What follows belongs to an exercise in optimizing a design on an open flow for small area, a short achievable clock period and few clock cycles per item; a production flow would make more cautious choices.
Where RTL was checked, it was by simulation tests only, not by an equivalence proof against the original.
Power and IR drop assume default switching activity.

== sierra ==
==> flow/design.v <==
`timescale 1ns / 1ps
module s_axi_lite #(
    parameter S_AXI_DATA_WIDTH  = 32,
    parameter S_AXI_ADDR_WIDTH  = 32,
    parameter S_AXI_MEM_DEPTH   = 8
)
(
    input                               s_axi_clk,
    input                               s_axi_resetn,
    input                               s_axi_awvalid,
    input      [S_AXI_ADDR_WIDTH-1:0]   s_axi_awaddr,
    output                              s_axi_awready,
    input                               s_axi_wvalid,
    input      [S_AXI_DATA_WIDTH-1:0]   s_axi_wdata,
    input      [S_AXI_DATA_WIDTH/8-1:0] s_axi_wstrb,
    output                              s_axi_wready,
    input                               s_axi_bready,
    output      [1:0]                   s_axi_bresp,
    output                              s_axi_bvalid,
    input                               s_axi_arvalid,
    input      [S_AXI_ADDR_WIDTH-1:0]   s_axi_araddr,
    output                              s_axi_arready,
    input                               s_axi_rready,
    output     [S_AXI_DATA_WIDTH-1:0]   s_axi_rdata,
    output      [1:0]                   s_axi_rresp,
    output                              s_axi_rvalid
);
localparam IW = (S_AXI_MEM_DEPTH <= 2)  ? 1 : (S_AXI_MEM_DEPTH <= 4)   ? 2 :
                (S_AXI_MEM_DEPTH <= 8)  ? 3 : (S_AXI_MEM_DEPTH <= 16)  ? 4 :
                (S_AXI_MEM_DEPTH <= 32) ? 5 : (S_AXI_MEM_DEPTH <= 64)  ? 6 :
                (S_AXI_MEM_DEPTH <= 128)? 7 : 8;
reg                        bvalid;
reg                        berr;
reg                        rvalid;
reg                        rerr;
reg [S_AXI_DATA_WIDTH-1:0] rdata;
reg [S_AXI_DATA_WIDTH-1:0] slv_mem [0:S_AXI_MEM_DEPTH-1];
integer i, j;
wire b_free  = ~bvalid | s_axi_bready;
wire r_free  = ~rvalid | s_axi_rready;
wire wr      = s_axi_awvalid & s_axi_wvalid & b_free;
wire rd      = s_axi_arvalid & r_free;
wire aw_err  = (s_axi_awaddr >> 2) >= S_AXI_MEM_DEPTH;
wire ar_err  = (s_axi_araddr >> 2) >= S_AXI_MEM_DEPTH;
wire [IW-1:0] aw_idx = s_axi_awaddr[2 +: IW];
wire [IW-1:0] ar_idx = s_axi_araddr[2 +: IW];
assign s_axi_awready = s_axi_wvalid  & b_free;
assign s_axi_wready  = s_axi_awvalid & b_free;
assign s_axi_bvalid  = bvalid;
assign s_axi_bresp   = {berr, 1'b0};
assign s_axi_arready = r_free;
assign s_axi_rvalid  = rvalid;
assign s_axi_rdata   = rdata;
assign s_axi_rresp   = {rerr, 1'b0};
always @(posedge s_axi_clk) begin
    if (!s_axi_resetn) begin
        bvalid <= 1'b0;
    end else if (wr) begin
        bvalid <= 1'b1;
        berr   <= aw_err;
    end else if (s_axi_bready) begin
        bvalid <= 1'b0;
    end
end
always @(posedge s_axi_clk) begin
    if (!s_axi_resetn) begin
        rvalid <= 1'b0;
    end else if (rd) begin
        rvalid <= 1'b1;
        rerr   <= ar_err;
        rdata  <= ar_err ? {S_AXI_DATA_WIDTH{1'b0}} : slv_mem[ar_idx];
    end else if (s_axi_rready) begin
        rvalid <= 1'b0;
    end
end
wire [S_AXI_DATA_WIDTH-1:0] wd = s_axi_wdata & {S_AXI_DATA_WIDTH{s_axi_resetn}};
reg  [S_AXI_DATA_WIDTH/8-1:0] ben [0:S_AXI_MEM_DEPTH-1];
always @(*) begin
    for (i = 0; i < S_AXI_MEM_DEPTH; i = i + 1)
        for (j = 0; j < S_AXI_DATA_WIDTH/8; j = j + 1)
            ben[i][j] = ~s_axi_resetn | (wr & ~aw_err & (aw_idx == i) & s_axi_wstrb[j]);
end
always @(posedge s_axi_clk) begin
    for (i = 0; i < S_AXI_MEM_DEPTH; i = i + 1)
        for (j = 0; j < S_AXI_DATA_WIDTH/8; j = j + 1)
            if (ben[i][j])
                slv_mem[i][8*j +: 8] <= wd[8*j +: 8];
end
endmodule
`timescale 1ns / 1ps
module top_module#(
    parameter S_AXI_DATA_WIDTH  = 32,
    parameter S_AXI_ADDR_WIDTH  = 32,
    parameter S_AXI_MEM_DEPTH   = 8  
)(
    input                               s_axi_clk,
    input                               s_axi_resetn,
    input                               s_axi_awvalid,
    input      [S_AXI_ADDR_WIDTH-1:0]   s_axi_awaddr,
    output                              s_axi_awready,
    input                               s_axi_wvalid,
    input      [S_AXI_DATA_WIDTH-1:0]   s_axi_wdata,
    input      [S_AXI_DATA_WIDTH/8-1:0] s_axi_wstrb,
    output                              s_axi_wready,
    input                               s_axi_bready,
    output      [1:0]                   s_axi_bresp,
    output                              s_axi_bvalid,
    input                               s_axi_arvalid,
    input      [S_AXI_ADDR_WIDTH-1:0]   s_axi_araddr,
    output                              s_axi_arready,
    input                               s_axi_rready,
    output     [S_AXI_DATA_WIDTH-1:0]   s_axi_rdata,
    output      [1:0]                   s_axi_rresp,
    output                              s_axi_rvalid
    );
    s_axi_lite #(
    .S_AXI_ADDR_WIDTH(S_AXI_ADDR_WIDTH),
    .S_AXI_DATA_WIDTH(S_AXI_DATA_WIDTH),
    .S_AXI_MEM_DEPTH(S_AXI_MEM_DEPTH)
     )Slave(
    .s_axi_clk(s_axi_clk),
    .s_axi_resetn(s_axi_resetn),
    .s_axi_awvalid(s_axi_awvalid),
    .s_axi_awaddr(s_axi_awaddr),
    .s_axi_awready(s_axi_awready),
    .s_axi_wvalid(s_axi_wvalid),
    .s_axi_wdata(s_axi_wdata),
    .s_axi_wstrb(s_axi_wstrb),
    .s_axi_wready(s_axi_wready),
    .s_axi_bready(s_axi_bready),
    .s_axi_bvalid(s_axi_bvalid),
    .s_axi_bresp(s_axi_bresp),
    .s_axi_arvalid(s_axi_arvalid),
    .s_axi_arready(s_axi_arready),
    .s_axi_araddr(s_axi_araddr),
    .s_axi_rready(s_axi_rready),
    .s_axi_rvalid(s_axi_rvalid),
    .s_axi_rdata(s_axi_rdata),
    .s_axi_rresp(s_axi_rresp)
    );
endmodule
clock: 4.0 ns
lec_check: 0
abc_clock_period_in_ps: 10000
cap_margin: 20
core_margin: 2
core_utilization: 40
setup_slack_margin: 1.8
slew_margin: 20
standard.sh (not shown) runs the stock make flow with config.mk's settings and CLKGATE_MAP_FILE= SYNTH_SCRIPT=/design/flow/synth_recipe.tcl, a recipe that flattens the netlist after the stock synthesis.
==> flow/flow/run.sh <==
#!/bin/bash
# Standard ORFS flow with two changes: the port buffers are buf_1 cells, and
# the clock tree uses clkbuf_8 cells on sink clusters without dummy loads.
set -euo pipefail
export BUFFER_PORTS_ARGS="-buffer_cell sky130_fd_sc_hd__buf_1"
export CTS_ARGS="-sink_clustering_enable -repair_clock_nets -sink_clustering_size 16 -sink_clustering_max_diameter 50 -buf_list sky130_fd_sc_hd__clkbuf_8 -dont_use_dummy_load"
bash standard.sh > standard.log 2>&1
Every stage of the flow completed for sierra, and the final layout passed the timing, design-rule and antenna checks.
Testbench counts of sierra, summed over its fixed seeds: cycles 16,950, ops 24,000.
> inputs changed (sierra -> willow)
==> flow/design.v, changed modules only <==
module s_axi_lite #(
    parameter S_AXI_DATA_WIDTH  = 32,
    parameter S_AXI_ADDR_WIDTH  = 32,
    parameter S_AXI_MEM_DEPTH   = 8
)
(
    input                               s_axi_clk,
    input                               s_axi_resetn,
    input                               s_axi_awvalid,
    input      [S_AXI_ADDR_WIDTH-1:0]   s_axi_awaddr,
    output                              s_axi_awready,
    input                               s_axi_wvalid,
    input      [S_AXI_DATA_WIDTH-1:0]   s_axi_wdata,
    input      [S_AXI_DATA_WIDTH/8-1:0] s_axi_wstrb,
    output                              s_axi_wready,
    input                               s_axi_bready,
    output      [1:0]                   s_axi_bresp,
    output                              s_axi_bvalid,
    input                               s_axi_arvalid,
    input      [S_AXI_ADDR_WIDTH-1:0]   s_axi_araddr,
    output                              s_axi_arready,
    input                               s_axi_rready,
    output     [S_AXI_DATA_WIDTH-1:0]   s_axi_rdata,
    output      [1:0]                   s_axi_rresp,
    output                              s_axi_rvalid
);
localparam IW = (S_AXI_MEM_DEPTH <= 2)  ? 1 : (S_AXI_MEM_DEPTH <= 4)   ? 2 :
                (S_AXI_MEM_DEPTH <= 8)  ? 3 : (S_AXI_MEM_DEPTH <= 16)  ? 4 :
                (S_AXI_MEM_DEPTH <= 32) ? 5 : (S_AXI_MEM_DEPTH <= 64)  ? 6 :
                (S_AXI_MEM_DEPTH <= 128)? 7 : 8;
localparam NB = S_AXI_DATA_WIDTH/8;
reg                        bvalid, bidle;    
reg                        berr;
reg                        rvalid, ridle;    
reg                        rerr;
reg [S_AXI_DATA_WIDTH-1:0] rdata;
reg [S_AXI_DATA_WIDTH-1:0] slv_mem [0:S_AXI_MEM_DEPTH-1];
integer i, j;
wire b_free  = bidle | s_axi_bready;
wire r_free  = ridle | s_axi_rready;
wire wr      = s_axi_awvalid & s_axi_wvalid & b_free;
wire rd      = s_axi_arvalid & r_free;
wire aw_err  = (s_axi_awaddr >> 2) >= S_AXI_MEM_DEPTH;
wire ar_err  = (s_axi_araddr >> 2) >= S_AXI_MEM_DEPTH;
wire [IW-1:0] aw_idx = s_axi_awaddr[2 +: IW];
wire [IW-1:0] ar_idx = s_axi_araddr[2 +: IW];
assign s_axi_awready = s_axi_wvalid  & b_free;
assign s_axi_wready  = s_axi_awvalid & b_free;
assign s_axi_bvalid  = bvalid;
assign s_axi_bresp   = {berr, 1'b0};
assign s_axi_arready = r_free;
assign s_axi_rvalid  = rvalid;
assign s_axi_rdata   = rdata;
assign s_axi_rresp   = {rerr, 1'b0};
always @(posedge s_axi_clk) begin
    if (!s_axi_resetn) begin
        bvalid <= 1'b0;
        bidle  <= 1'b1;
    end else if (wr) begin
        bvalid <= 1'b1;
        bidle  <= 1'b0;
        berr   <= aw_err;
    end else if (s_axi_bready) begin
        bvalid <= 1'b0;
        bidle  <= 1'b1;
    end
end
reg [S_AXI_MEM_DEPTH-1:0]  rsel;
reg [S_AXI_DATA_WIDTH-1:0] rmux;
always @(*) begin
    for (i = 0; i < S_AXI_MEM_DEPTH; i = i + 1)
        rsel[i] = ~ar_err & (ar_idx == i);
    rmux = {S_AXI_DATA_WIDTH{1'b0}};
    for (i = 0; i < S_AXI_MEM_DEPTH; i = i + 1)
        rmux = rmux | (slv_mem[i] & {S_AXI_DATA_WIDTH{rsel[i]}});
end
always @(posedge s_axi_clk) begin
    if (!s_axi_resetn) begin
        rvalid <= 1'b0;
        ridle  <= 1'b1;
    end else if (rd) begin
        rvalid <= 1'b1;
        ridle  <= 1'b0;
        rerr   <= ar_err;
        rdata  <= rmux;
    end else if (s_axi_rready) begin
        rvalid <= 1'b0;
        ridle  <= 1'b1;
    end
end
wire [S_AXI_DATA_WIDTH-1:0] wd = s_axi_wdata & {S_AXI_DATA_WIDTH{s_axi_resetn}};
reg  [NB-1:0] ben [0:S_AXI_MEM_DEPTH-1];
always @(*) begin
    for (i = 0; i < S_AXI_MEM_DEPTH; i = i + 1)
        for (j = 0; j < NB; j = j + 1)
            ben[i][j] = ~s_axi_resetn | (wr & ~aw_err & (aw_idx == i) & s_axi_wstrb[j]);
end
always @(posedge s_axi_clk) begin
    for (i = 0; i < S_AXI_MEM_DEPTH; i = i + 1)
        for (j = 0; j < NB; j = j + 1)
            if (ben[i][j])
                slv_mem[i][8*j +: 8] <= wd[8*j +: 8];
end
endmodule
--- outcome ---
- Relative to sierra, relative area of non-clock buffer cells in the final design has gone up in willow.
- As of willow, wire length of the first global-routing pass had risen slightly compared to sierra.
- Overall power of the completed layout went up slightly going from sierra to willow.
- Wire length per cell, willow vs sierra: down slightly
- Proportion of cell area occupied by registers sits lower in willow than in sierra.
- The worst-path maximum fanout number comes out higher for willow vs sierra.
- sierra -> willow: final net count flat
- Run comparison: sierra largest family of logic cells by synthesized area simple AND/OR/NAND/NOR gates; willow largest family of logic cells by synthesized area multiplexers
- Cell area | willow vs sierra | willow larger
- When willow is set beside sierra, its register-to-register slack turns out to be 0.13 ns smaller.
- Summary — synthesized cell count, willow relative to sierra: lower, by about 4%.
- In the reports for willow and sierra, the larger largest net degree at the start of global routing belongs to willow.
- Taking sierra as the reference point, the total clock sinks of willow rises by 2.
- Critical path depth: willow < sierra
For willow, only the layout was checked, not whether the RTL still works.

-- static timing again, ports no longer ideal --
In the flow no input, the clock included, has a driving cell. The finished layouts below were timed again as built, in two steps.
Step 1, drivers: a clkbuf_16 drives s_axi_clk and a buf_2 each remaining input, both assumed.
Step 2, shift: input delay + t, output delay - t, t = (earliest + latest rising clock arrival at the registers) / 2. This alone moves slack from input paths to output paths.
a / b / c = ideal / step 1 / step 2; a / b = the first two.
| run | shift t [ns] | slack for setup (ns) | worst register clock-pin slew, ns | worst slew at a driven data input, ns | cell pins on the clock port's net |
|---|---|---|---|---|---|
| sierra | 0.609 | 1.833 / 1.826 / 1.229 | 0.10 / 0.10 | 0.09 | 1 |
| willow | 0.596 | 1.844 / 1.865 / 1.269 | 0.09 / 0.09 | 0.09 | 1 |
After both steps setup and hold are still met in every run listed. The setup slack of sierra, which loses most, moves by -0.007 ns with the drivers and by -0.604 ns with both steps.
